This is an optimization exercise on Yosys and OpenROAD, whose aim is small area, not a production implementation.
Only simulation tests tie the RTL to the original design; equivalence was not proved.
Power figures rest on the tool's default switching activity, not on a simulated workload.

==> run Z: inputs <==
==> flow/design.v (excerpt) <==
module mips_top (
		clock,
		reset,
		instr_data,
		me_ExtMemRdData,
		instr_addr,
		instr_en,
		me_ExtMemWrData,
		me_ExtMemAddr,
		me_ExtMemWrEn,
		me_ExtMemRdEn
	    );
clock: 12.0 ns
lec_check: 0
cap_margin: 20
core_margin: 2
core_utilization: 30
place_density: 0.5
slew_margin: 20
synth_hierarchical: 1
standard.sh (not shown) runs the stock make flow with config.mk's settings and CLKGATE_MAP_FILE= SYNTH_SCRIPT=/design/flow/synth_recipe.tcl, a recipe that flattens the netlist after the stock synthesis.
==> flow/flow/run.sh <==
#!/bin/bash
# Standard layout (the standard.sh) with two changes: the ports are
# buffered with the smallest buffer, and the clock tree uses larger sink
# clusters and no dummy loads.  Make's full output goes to flow_make.log;
# each ORFS step also keeps its own log under orfs/logs.
set -euo pipefail
bash standard.sh \
  BUFFER_PORTS_ARGS="-buffer_cell sky130_fd_sc_hd__buf_1" \
  CTS_ARGS="-sink_clustering_enable -repair_clock_nets -sink_clustering_size 20 -sink_clustering_max_diameter 80 -buf_list {sky130_fd_sc_hd__clkbuf_8 sky130_fd_sc_hd__clkbuf_16} -dont_use_dummy_load" \
  finish > flow_make.log 2>&1
==> run M (differences from run Z) <==
--- a/flow/design.v
+++ b/flow/design.v
@@ -119,21 +119,22 @@
 wire		idA = id_RegWriteSel && ((id_RegDest == RS) || (!RegDep && id_RegDest == RegDest));
 wire		exA = ex_RegWriteSel && (ex_RegDest == RS);
 wire		idB = id_RegWriteSel && (id_RegDest == RT);
 wire		exB = ex_RegWriteSel && (ex_RegDest == RT);
 wire		sA_id = idA && !JR;
 wire		sA_ex = !sA_id && exA && !ex_MemRd && !JR;
 wire		sA_wb = !sA_id && !sA_ex && wbA;
 wire		sA_rf = !sA_id && !sA_ex && !wbA;
-wire		sB_id = idB;
-wire		sB_ex = !idB && exB && !ex_MemRd;
+wire		op67 = (OpCode[5:1] == 5'b00011);
+wire		sB_id = idB && !op67;
+wire		sB_ex = !idB && exB && !ex_MemRd && !op67;
 wire		sB_pc = !sB_id && !sB_ex && opJAL;
-wire		sB_wb = !sB_id && !sB_ex && !opJAL && wbB;
-wire		sB_rf = !sB_id && !sB_ex && !opJAL && !wbB;
+wire		sB_wb = !sB_id && !sB_ex && !opJAL && wbB && !op67;
+wire		sB_rf = !sB_id && !sB_ex && !opJAL && !wbB && !op67;
 wire		LdA  = !idA && exA && ex_MemRd;
 wire		LdB  = !idB && exB && ex_MemRd;
 wire [35:0]	selA, selB;
  genvar g;
  generate
 	for (g = 0; g < 32; g = g + 1) begin : dec
 	    assign selA[g] = sA_rf && (RS == g);
 	    assign selB[g] = sB_rf && (RT == g);
@@ -143,19 +144,17 @@
 assign selB[35:32] = {sB_pc, sB_ex, sB_id, sB_wb};
 wire [31:0]	FwdA, FwdB;
  rf_port35 portA (.rf(rf_flat), .wb(wd), .idv(ALUOut), .exv(ex_ALUOut),
 		.sel(selA[34:0]), .out(FwdA));
  rf_port portB (.rf(rf_flat), .wb(wd), .idv(ALUOut), .exv(ex_ALUOut), .xv(PCp4),
 		.sel(selB), .out(FwdB));
 wire [31:0]	RFOutA = FwdA;
 wire		eqAB = (FwdA == FwdB);
-wire		zA   = (FwdA == 32'd0);
-wire		Taken = (opBEQ && eqAB) || (opBNE && !eqAB)
-		      || (opBGTZ && !zA) || (opBLEZ && zA);
+wire		Taken = ((opBEQ || opBLEZ) && eqAB) || ((opBNE || opBGTZ) && !eqAB);
 wire		stall1 = id_MemRd && (id_RegDest == RS || id_RegDest == RT);
 wire		stall2 = ex_MemRd && RegDep && (ex_RegDest == RS || ex_RegDest == RT);
 wire		stall  = stall1 || stall2;
 wire		sH = !reset && stall;
 wire		sG = !reset && !stall;
 wire		sB = sG && Taken;
 wire		sJ = sG && opJ;
 wire		sR = sG && JR;
@@ -367,19 +366,38 @@
 input a1, a2, b1, b2; output y;
 assign y = (a1 & a2) | (b1 & b2);
 endmodule
 module adder (a, b, sub, sum, less);
 input  [31:0]	a, b;
 input		sub;
 output [31:0]	sum;
 output		less;
-wire   [33:0]	t = {1'b0, a, 1'b1} + {1'b0, b ^ {32{sub}}, sub};
-assign sum  = t[32:1];
-assign less = !t[33];
+wire [31:0] bb = b ^ {32{sub}};
+wire [32:0] g0, p0;
+assign g0[0] = sub; assign p0[0] = 1'b0;
+assign g0[32:1] = a & bb; assign p0[32:1] = a ^ bb;
+reg [32:0] G, P; integer l, i;
+always @* begin
+  G = g0; P = p0;
+  for (l = 1; l < 33; l = l * 2) begin
+    for (i = 2*l - 1; i < 33; i = i + 2*l) begin
+      G[i] = G[i] | (P[i] & G[i-l]);
+      P[i] = P[i] & P[i-l];
+    end
+  end
+  for (l = 16; l >= 1; l = l / 2) begin
+    for (i = 3*l - 1; i < 33; i = i + 2*l) begin
+      G[i] = G[i] | (P[i] & G[i-l]);
+      P[i] = P[i] & P[i-l];
+    end
+  end
+end
+assign sum = p0[32:1] ^ G[31:0];
+assign less = !G[32];
 endmodule
 module shifter (a, right, sh, y);
 input  [31:0]	a;
 input		right;
 input  [4:0]	sh;
 output [31:0]	y;
 wire   [31:0]	l0, l1, l2, l3, l4, l5;
 wire		sh1n, sh3n;
@@ -428,28 +446,45 @@
 assign y = s1 ? (s0 ? a3 : a2) : (s0 ? a1 : a0);
 endmodule
 module pcu (PC, idPC, jt, FwdA, sH, sB, sJ, sR, sP, PCNext, PCp4);
 input  [31:0]	PC, idPC, FwdA;
 input  [25:0]	jt;		 
 input		sH, sB, sJ, sR, sP;
 output [31:0]	PCNext, PCp4;
 wire [31:0]	inc_c;
+wire [31:17]	hi1;
 assign PCp4[1:0] = PC[1:0];
  c_inv PI (.a(PC[2]), .y(PCp4[2]));
 assign inc_c[3] = PC[2];
+ c_inv HI (.a(PC[17]), .y(hi1[17]));
+assign inc_c[18] = PC[17];
  genvar i;
  generate
-	for (i = 3; i < 32; i = i + 1) begin : pinc
-	    if (i < 31) begin : h
+	for (i = 3; i < 17; i = i + 1) begin : pinc
+	    if (i < 16) begin : h
 		c_ha H (.a(PC[i]), .b(inc_c[i]), .s(PCp4[i]), .c(inc_c[i+1]));
 	    end else begin : x
 		c_xr2 X (.a(PC[i]), .b(inc_c[i]), .y(PCp4[i]));
 	    end
 	end
+	for (i = 18; i < 32; i = i + 1) begin : hinc
+	    if (i < 31) begin : h
+		c_ha H (.a(PC[i]), .b(inc_c[i]), .s(hi1[i]), .c(inc_c[i+1]));
+	    end else begin : x
+		c_xr2 X (.a(PC[i]), .b(inc_c[i]), .y(hi1[i]));
+	    end
+	end
+ endgenerate
+wire		lo1 = &PC[16:2];
+wire		nlo1 = !lo1;
+ generate
+	for (i = 17; i < 32; i = i + 1) begin : hsel
+	    c_ao2 M (.a1(lo1), .a2(hi1[i]), .b1(nlo1), .b2(PC[i]), .y(PCp4[i]));
+	end
  endgenerate
 wire [18:2]	bc;
 wire [17:2]	BA;
  c_xn2 B2S (.a(idPC[2]), .b(jt[0]), .y(BA[2]));
  c_or2 B2C (.a(idPC[2]), .b(jt[0]), .y(bc[3]));
  generate
 	for (i = 3; i < 18; i = i + 1) begin : badd
 	    c_fa F (.a(idPC[i]), .b(jt[i-2]), .ci(bc[i]), .s(BA[i]), .co(bc[i+1]));
==> flow/flow/run.sh (replaced) <==
#!/bin/bash
# Standard layout (the standard.sh) with two changes: the ports are
# buffered with the smallest buffer, and the clock tree uses larger sink
# clusters and no dummy loads.  Make's full output goes to flow_make.log;
# each ORFS step also keeps its own log under orfs/logs.
set -euo pipefail
bash standard.sh \
  BUFFER_PORTS_ARGS="-buffer_cell sky130_fd_sc_hd__buf_1" \
  CTS_ARGS="-sink_clustering_enable -repair_clock_nets -sink_clustering_size 26 -sink_clustering_max_diameter 90 -buf_list {sky130_fd_sc_hd__clkbuf_8 sky130_fd_sc_hd__clkbuf_16} -dont_use_dummy_load" \
  finish > flow_make.log 2>&1
==> flow/config.mk (replaced) <==
export PLATFORM = sky130hd
export DESIGN_NAME = mips_top
export DESIGN_NICKNAME = mips_top
export VERILOG_FILES = /design/flow/design.v
export SDC_FILE = /design/flow/constraint.sdc
export NUM_CORES = 4
export LEC_CHECK = 0
export CAP_MARGIN = 5
export CORE_MARGIN = 2
export CORE_UTILIZATION = 34
export PLACE_DENSITY = 0.55
export SLEW_MARGIN = 5
export SYNTH_HIERARCHICAL = 1
==> run Y (differences from run Z) <==
--- a/flow/design.v
+++ b/flow/design.v
@@ -119,21 +119,22 @@
 wire		idA = id_RegWriteSel && ((id_RegDest == RS) || (!RegDep && id_RegDest == RegDest));
 wire		exA = ex_RegWriteSel && (ex_RegDest == RS);
 wire		idB = id_RegWriteSel && (id_RegDest == RT);
 wire		exB = ex_RegWriteSel && (ex_RegDest == RT);
 wire		sA_id = idA && !JR;
 wire		sA_ex = !sA_id && exA && !ex_MemRd && !JR;
 wire		sA_wb = !sA_id && !sA_ex && wbA;
 wire		sA_rf = !sA_id && !sA_ex && !wbA;
-wire		sB_id = idB;
-wire		sB_ex = !idB && exB && !ex_MemRd;
+wire		op67 = (OpCode[5:1] == 5'b00011);
+wire		sB_id = idB && !op67;
+wire		sB_ex = !idB && exB && !ex_MemRd && !op67;
 wire		sB_pc = !sB_id && !sB_ex && opJAL;
-wire		sB_wb = !sB_id && !sB_ex && !opJAL && wbB;
-wire		sB_rf = !sB_id && !sB_ex && !opJAL && !wbB;
+wire		sB_wb = !sB_id && !sB_ex && !opJAL && wbB && !op67;
+wire		sB_rf = !sB_id && !sB_ex && !opJAL && !wbB && !op67;
 wire		LdA  = !idA && exA && ex_MemRd;
 wire		LdB  = !idB && exB && ex_MemRd;
 wire [35:0]	selA, selB;
  genvar g;
  generate
 	for (g = 0; g < 32; g = g + 1) begin : dec
 	    assign selA[g] = sA_rf && (RS == g);
 	    assign selB[g] = sB_rf && (RT == g);
@@ -143,19 +144,17 @@
 assign selB[35:32] = {sB_pc, sB_ex, sB_id, sB_wb};
 wire [31:0]	FwdA, FwdB;
  rf_port35 portA (.rf(rf_flat), .wb(wd), .idv(ALUOut), .exv(ex_ALUOut),
 		.sel(selA[34:0]), .out(FwdA));
  rf_port portB (.rf(rf_flat), .wb(wd), .idv(ALUOut), .exv(ex_ALUOut), .xv(PCp4),
 		.sel(selB), .out(FwdB));
 wire [31:0]	RFOutA = FwdA;
 wire		eqAB = (FwdA == FwdB);
-wire		zA   = (FwdA == 32'd0);
-wire		Taken = (opBEQ && eqAB) || (opBNE && !eqAB)
-		      || (opBGTZ && !zA) || (opBLEZ && zA);
+wire		Taken = ((opBEQ || opBLEZ) && eqAB) || ((opBNE || opBGTZ) && !eqAB);
 wire		stall1 = id_MemRd && (id_RegDest == RS || id_RegDest == RT);
 wire		stall2 = ex_MemRd && RegDep && (ex_RegDest == RS || ex_RegDest == RT);
 wire		stall  = stall1 || stall2;
 wire		sH = !reset && stall;
 wire		sG = !reset && !stall;
 wire		sB = sG && Taken;
 wire		sJ = sG && opJ;
 wire		sR = sG && JR;
@@ -367,19 +366,38 @@
 input a1, a2, b1, b2; output y;
 assign y = (a1 & a2) | (b1 & b2);
 endmodule
 module adder (a, b, sub, sum, less);
 input  [31:0]	a, b;
 input		sub;
 output [31:0]	sum;
 output		less;
-wire   [33:0]	t = {1'b0, a, 1'b1} + {1'b0, b ^ {32{sub}}, sub};
-assign sum  = t[32:1];
-assign less = !t[33];
+wire [31:0] bb = b ^ {32{sub}};
+wire [32:0] g0, p0;
+assign g0[0] = sub; assign p0[0] = 1'b0;
+assign g0[32:1] = a & bb; assign p0[32:1] = a ^ bb;
+reg [32:0] G, P; integer l, i;
+always @* begin
+  G = g0; P = p0;
+  for (l = 1; l < 33; l = l * 2) begin
+    for (i = 2*l - 1; i < 33; i = i + 2*l) begin
+      G[i] = G[i] | (P[i] & G[i-l]);
+      P[i] = P[i] & P[i-l];
+    end
+  end
+  for (l = 16; l >= 1; l = l / 2) begin
+    for (i = 3*l - 1; i < 33; i = i + 2*l) begin
+      G[i] = G[i] | (P[i] & G[i-l]);
+      P[i] = P[i] & P[i-l];
+    end
+  end
+end
+assign sum = p0[32:1] ^ G[31:0];
+assign less = !G[32];
 endmodule
 module shifter (a, right, sh, y);
 input  [31:0]	a;
 input		right;
 input  [4:0]	sh;
 output [31:0]	y;
 wire   [31:0]	l0, l1, l2, l3, l4, l5;
 wire		sh1n, sh3n;
@@ -428,28 +446,45 @@
 assign y = s1 ? (s0 ? a3 : a2) : (s0 ? a1 : a0);
 endmodule
 module pcu (PC, idPC, jt, FwdA, sH, sB, sJ, sR, sP, PCNext, PCp4);
 input  [31:0]	PC, idPC, FwdA;
 input  [25:0]	jt;		 
 input		sH, sB, sJ, sR, sP;
 output [31:0]	PCNext, PCp4;
 wire [31:0]	inc_c;
+wire [31:17]	hi1;
 assign PCp4[1:0] = PC[1:0];
  c_inv PI (.a(PC[2]), .y(PCp4[2]));
 assign inc_c[3] = PC[2];
+ c_inv HI (.a(PC[17]), .y(hi1[17]));
+assign inc_c[18] = PC[17];
  genvar i;
  generate
-	for (i = 3; i < 32; i = i + 1) begin : pinc
-	    if (i < 31) begin : h
+	for (i = 3; i < 17; i = i + 1) begin : pinc
+	    if (i < 16) begin : h
 		c_ha H (.a(PC[i]), .b(inc_c[i]), .s(PCp4[i]), .c(inc_c[i+1]));
 	    end else begin : x
 		c_xr2 X (.a(PC[i]), .b(inc_c[i]), .y(PCp4[i]));
 	    end
 	end
+	for (i = 18; i < 32; i = i + 1) begin : hinc
+	    if (i < 31) begin : h
+		c_ha H (.a(PC[i]), .b(inc_c[i]), .s(hi1[i]), .c(inc_c[i+1]));
+	    end else begin : x
+		c_xr2 X (.a(PC[i]), .b(inc_c[i]), .y(hi1[i]));
+	    end
+	end
+ endgenerate
+wire		lo1 = &PC[16:2];
+wire		nlo1 = !lo1;
+ generate
+	for (i = 17; i < 32; i = i + 1) begin : hsel
+	    c_ao2 M (.a1(lo1), .a2(hi1[i]), .b1(nlo1), .b2(PC[i]), .y(PCp4[i]));
+	end
  endgenerate
 wire [18:2]	bc;
 wire [17:2]	BA;
  c_xn2 B2S (.a(idPC[2]), .b(jt[0]), .y(BA[2]));
  c_or2 B2C (.a(idPC[2]), .b(jt[0]), .y(bc[3]));
  generate
 	for (i = 3; i < 18; i = i + 1) begin : badd
 	    c_fa F (.a(idPC[i]), .b(jt[i-2]), .ci(bc[i]), .s(BA[i]), .co(bc[i+1]));
==> flow/flow/run.sh (replaced) <==
#!/bin/bash
# Standard layout (the standard.sh) with two changes: the ports are
# buffered with the smallest buffer, and the clock tree uses larger sink
# clusters and no dummy loads.  Make's full output goes to flow_make.log;
# each ORFS step also keeps its own log under orfs/logs.
set -euo pipefail
bash standard.sh \
  BUFFER_PORTS_ARGS="-buffer_cell sky130_fd_sc_hd__buf_1" \
  CTS_ARGS="-sink_clustering_enable -repair_clock_nets -sink_clustering_size 26 -sink_clustering_max_diameter 90 -buf_list {sky130_fd_sc_hd__clkbuf_8 sky130_fd_sc_hd__clkbuf_16} -dont_use_dummy_load" \
  finish > flow_make.log 2>&1
==> flow/config.mk (replaced) <==
export PLATFORM = sky130hd
export DESIGN_NAME = mips_top
export DESIGN_NICKNAME = mips_top
export VERILOG_FILES = /design/flow/design.v
export SDC_FILE = /design/flow/constraint.sdc
export NUM_CORES = 4
export LEC_CHECK = 0
export CAP_MARGIN = 20
export CORE_MARGIN = 2
export CORE_UTILIZATION = 45
export PLACE_DENSITY = 0.68
export SLEW_MARGIN = 20
export SYNTH_HIERARCHICAL = 1
==> run F (differences from run Z) <==
--- a/flow/design.v
+++ b/flow/design.v
@@ -119,21 +119,22 @@
 wire		idA = id_RegWriteSel && ((id_RegDest == RS) || (!RegDep && id_RegDest == RegDest));
 wire		exA = ex_RegWriteSel && (ex_RegDest == RS);
 wire		idB = id_RegWriteSel && (id_RegDest == RT);
 wire		exB = ex_RegWriteSel && (ex_RegDest == RT);
 wire		sA_id = idA && !JR;
 wire		sA_ex = !sA_id && exA && !ex_MemRd && !JR;
 wire		sA_wb = !sA_id && !sA_ex && wbA;
 wire		sA_rf = !sA_id && !sA_ex && !wbA;
-wire		sB_id = idB;
-wire		sB_ex = !idB && exB && !ex_MemRd;
+wire		op67 = (OpCode[5:1] == 5'b00011);
+wire		sB_id = idB && !op67;
+wire		sB_ex = !idB && exB && !ex_MemRd && !op67;
 wire		sB_pc = !sB_id && !sB_ex && opJAL;
-wire		sB_wb = !sB_id && !sB_ex && !opJAL && wbB;
-wire		sB_rf = !sB_id && !sB_ex && !opJAL && !wbB;
+wire		sB_wb = !sB_id && !sB_ex && !opJAL && wbB && !op67;
+wire		sB_rf = !sB_id && !sB_ex && !opJAL && !wbB && !op67;
 wire		LdA  = !idA && exA && ex_MemRd;
 wire		LdB  = !idB && exB && ex_MemRd;
 wire [35:0]	selA, selB;
  genvar g;
  generate
 	for (g = 0; g < 32; g = g + 1) begin : dec
 	    assign selA[g] = sA_rf && (RS == g);
 	    assign selB[g] = sB_rf && (RT == g);
@@ -143,19 +144,17 @@
 assign selB[35:32] = {sB_pc, sB_ex, sB_id, sB_wb};
 wire [31:0]	FwdA, FwdB;
  rf_port35 portA (.rf(rf_flat), .wb(wd), .idv(ALUOut), .exv(ex_ALUOut),
 		.sel(selA[34:0]), .out(FwdA));
  rf_port portB (.rf(rf_flat), .wb(wd), .idv(ALUOut), .exv(ex_ALUOut), .xv(PCp4),
 		.sel(selB), .out(FwdB));
 wire [31:0]	RFOutA = FwdA;
 wire		eqAB = (FwdA == FwdB);
-wire		zA   = (FwdA == 32'd0);
-wire		Taken = (opBEQ && eqAB) || (opBNE && !eqAB)
-		      || (opBGTZ && !zA) || (opBLEZ && zA);
+wire		Taken = ((opBEQ || opBLEZ) && eqAB) || ((opBNE || opBGTZ) && !eqAB);
 wire		stall1 = id_MemRd && (id_RegDest == RS || id_RegDest == RT);
 wire		stall2 = ex_MemRd && RegDep && (ex_RegDest == RS || ex_RegDest == RT);
 wire		stall  = stall1 || stall2;
 wire		sH = !reset && stall;
 wire		sG = !reset && !stall;
 wire		sB = sG && Taken;
 wire		sJ = sG && opJ;
 wire		sR = sG && JR;
@@ -367,19 +366,38 @@
 input a1, a2, b1, b2; output y;
 assign y = (a1 & a2) | (b1 & b2);
 endmodule
 module adder (a, b, sub, sum, less);
 input  [31:0]	a, b;
 input		sub;
 output [31:0]	sum;
 output		less;
-wire   [33:0]	t = {1'b0, a, 1'b1} + {1'b0, b ^ {32{sub}}, sub};
-assign sum  = t[32:1];
-assign less = !t[33];
+wire [31:0] bb = b ^ {32{sub}};
+wire [32:0] g0, p0;
+assign g0[0] = sub; assign p0[0] = 1'b0;
+assign g0[32:1] = a & bb; assign p0[32:1] = a ^ bb;
+reg [32:0] G, P; integer l, i;
+always @* begin
+  G = g0; P = p0;
+  for (l = 1; l < 33; l = l * 2) begin
+    for (i = 2*l - 1; i < 33; i = i + 2*l) begin
+      G[i] = G[i] | (P[i] & G[i-l]);
+      P[i] = P[i] & P[i-l];
+    end
+  end
+  for (l = 16; l >= 1; l = l / 2) begin
+    for (i = 3*l - 1; i < 33; i = i + 2*l) begin
+      G[i] = G[i] | (P[i] & G[i-l]);
+      P[i] = P[i] & P[i-l];
+    end
+  end
+end
+assign sum = p0[32:1] ^ G[31:0];
+assign less = !G[32];
 endmodule
 module shifter (a, right, sh, y);
 input  [31:0]	a;
 input		right;
 input  [4:0]	sh;
 output [31:0]	y;
 wire   [31:0]	l0, l1, l2, l3, l4, l5;
 wire		sh1n, sh3n;
@@ -428,28 +446,45 @@
 assign y = s1 ? (s0 ? a3 : a2) : (s0 ? a1 : a0);
 endmodule
 module pcu (PC, idPC, jt, FwdA, sH, sB, sJ, sR, sP, PCNext, PCp4);
 input  [31:0]	PC, idPC, FwdA;
 input  [25:0]	jt;		 
 input		sH, sB, sJ, sR, sP;
 output [31:0]	PCNext, PCp4;
 wire [31:0]	inc_c;
+wire [31:17]	hi1;
 assign PCp4[1:0] = PC[1:0];
  c_inv PI (.a(PC[2]), .y(PCp4[2]));
 assign inc_c[3] = PC[2];
+ c_inv HI (.a(PC[17]), .y(hi1[17]));
+assign inc_c[18] = PC[17];
  genvar i;
  generate
-	for (i = 3; i < 32; i = i + 1) begin : pinc
-	    if (i < 31) begin : h
+	for (i = 3; i < 17; i = i + 1) begin : pinc
+	    if (i < 16) begin : h
 		c_ha H (.a(PC[i]), .b(inc_c[i]), .s(PCp4[i]), .c(inc_c[i+1]));
 	    end else begin : x
 		c_xr2 X (.a(PC[i]), .b(inc_c[i]), .y(PCp4[i]));
 	    end
 	end
+	for (i = 18; i < 32; i = i + 1) begin : hinc
+	    if (i < 31) begin : h
+		c_ha H (.a(PC[i]), .b(inc_c[i]), .s(hi1[i]), .c(inc_c[i+1]));
+	    end else begin : x
+		c_xr2 X (.a(PC[i]), .b(inc_c[i]), .y(hi1[i]));
+	    end
+	end
+ endgenerate
+wire		lo1 = &PC[16:2];
+wire		nlo1 = !lo1;
+ generate
+	for (i = 17; i < 32; i = i + 1) begin : hsel
+	    c_ao2 M (.a1(lo1), .a2(hi1[i]), .b1(nlo1), .b2(PC[i]), .y(PCp4[i]));
+	end
  endgenerate
 wire [18:2]	bc;
 wire [17:2]	BA;
  c_xn2 B2S (.a(idPC[2]), .b(jt[0]), .y(BA[2]));
  c_or2 B2C (.a(idPC[2]), .b(jt[0]), .y(bc[3]));
  generate
 	for (i = 3; i < 18; i = i + 1) begin : badd
 	    c_fa F (.a(idPC[i]), .b(jt[i-2]), .ci(bc[i]), .s(BA[i]), .co(bc[i+1]));
==> flow/flow/run.sh (replaced) <==
#!/bin/bash
# Standard layout (the standard.sh) with two changes: the ports are
# buffered with the smallest buffer, and the clock tree uses larger sink
# clusters and no dummy loads.  Make's full output goes to flow_make.log;
# each ORFS step also keeps its own log under orfs/logs.
set -euo pipefail
bash standard.sh \
  BUFFER_PORTS_ARGS="-buffer_cell sky130_fd_sc_hd__buf_1" \
  CTS_ARGS="-sink_clustering_enable -repair_clock_nets -sink_clustering_size 26 -sink_clustering_max_diameter 90 -buf_list {sky130_fd_sc_hd__clkbuf_8 sky130_fd_sc_hd__clkbuf_16} -dont_use_dummy_load" \
  finish > flow_make.log 2>&1
==> flow/config.mk (replaced) <==
export PLATFORM = sky130hd
export DESIGN_NAME = mips_top
export DESIGN_NICKNAME = mips_top
export VERILOG_FILES = /design/flow/design.v
export SDC_FILE = /design/flow/constraint.sdc
export NUM_CORES = 4
export LEC_CHECK = 0
export CAP_MARGIN = 20
export CORE_MARGIN = 2
export CORE_UTILIZATION = 52
export PLACE_DENSITY = 0.72
export SLEW_MARGIN = 20
export SYNTH_HIERARCHICAL = 1
==> comparison table <==
Share of the final layout cell area in multi-input gates: run M 32.1%; run Y 32.6%; run F 32.7%; run Z 32.1%
Max-slew violation total from the final report: run M 1; run Y 0; run F 0; run Z 0
Via count of the first global-routing pass: run M 41479; run Y 41076; run F 41816; run Z 42222
GRT met2 Usage: run M 43.8%; run Y 52.7%; run F 59.4%; run Z 42.2%
Width of the chip: run M 412 um; run Y 358 um; run F 334 um; run Z 439 um
CP Buf/Inv Count: run M 4; run Y 3; run F 3; run Z 3
DR vias/cell: run M 7.23; run Y 7.92; run F 8.36; run Z 6.90
Initial DRC Count: run M 12354; run Y 13344; run F 14312; run Z 12138
Relative max-transition margin: run M -1.30%; run Y 13.5%; run F 6.17%; run Z 12.6%
Critical hold path startpoint: run M id_RegDest[2]$_DFF_P_; run Y ex_ALUOut[31]$_DFF_P_; run F ex_ALUOut[15]$_DFF_P_; run Z ex_ALUOut[4]$_DFF_P_
Clk slew on worst S/H paths: run M 0.11 ns; run Y 0.11 ns; run F 0.11 ns; run Z 0.09 ns
Cell with the largest stage delay on the worst path: run M nor4_2; run Y nor4_4; run F nor4_2; run Z xnor2_1
Power share of the sequential group: run M 59.4%; run Y 60.0%; run F 60.0%; run Z 55.2%
Register area: run M 36300 sq um; run Y 36300 sq um; run F 36300 sq um; run Z 36300 sq um
Run status: run M finished with violations; run Y finished clean; run F finished clean; run Z finished clean
Violated checks: run M slew limit; run Y -; run F -; run Z -
Non-clock inverter instance count of the final layout: run M 67; run Y 67; run F 67; run Z 47
Met1 Routed Length: run M 90500 um; run Y 78400 um; run F 74700 um; run Z 98400 um
Post-place setup slack: run M 0.725 ns; run Y 1.31 ns; run F 0.953 ns; run Z 1.12 ns
Switching power of the nets: run M 2.81 mW; run Y 2.75 mW; run F 2.74 mW; run Z 3.13 mW
Worst Hold Slack: run M 0.392 ns; run Y 0.401 ns; run F 0.404 ns; run Z 0.411 ns
Tot GR Track Use: run M 28.2%; run Y 34.6%; run F 39.6%; run Z 26.4%

[port drivers added, routing unchanged]
The results above use ideal ports. As a check the final layouts listed here were re-extracted and re-timed, cells and wires unchanged. Step 1 assumes that a clkbuf_16 drives the clock port and a buf_2 every other input. Step 2 moves the port delays by t, midway between the first and last clock arrival at a register: inputs arrive t later, outputs are due t later. That takes back most of the time a late clock gives input paths. Three values: ideal ports, drivers, drivers and shift; two values: the first two.
run	t (ns)	setup WS [ns]	worst setup path after step 2	clock arrival spread, ns	pins driven straight from the clock port
run Z	0.761	1.342 / 1.373 / 0.635	input to register	0.080 / 0.080	1
run M	0.800	1.029 / 1.093 / 0.292	input to register	0.061 / 0.061	1
run Y	0.782	1.264 / 1.321 / 0.538	input to register	0.081 / 0.081	1
run F	0.782	1.132 / 1.185 / 0.402	input to register	0.067 / 0.067	1
For run M, which loses most, drivers alone change the setup slack by +0.064 ns; drivers and shift together by -0.737 ns.
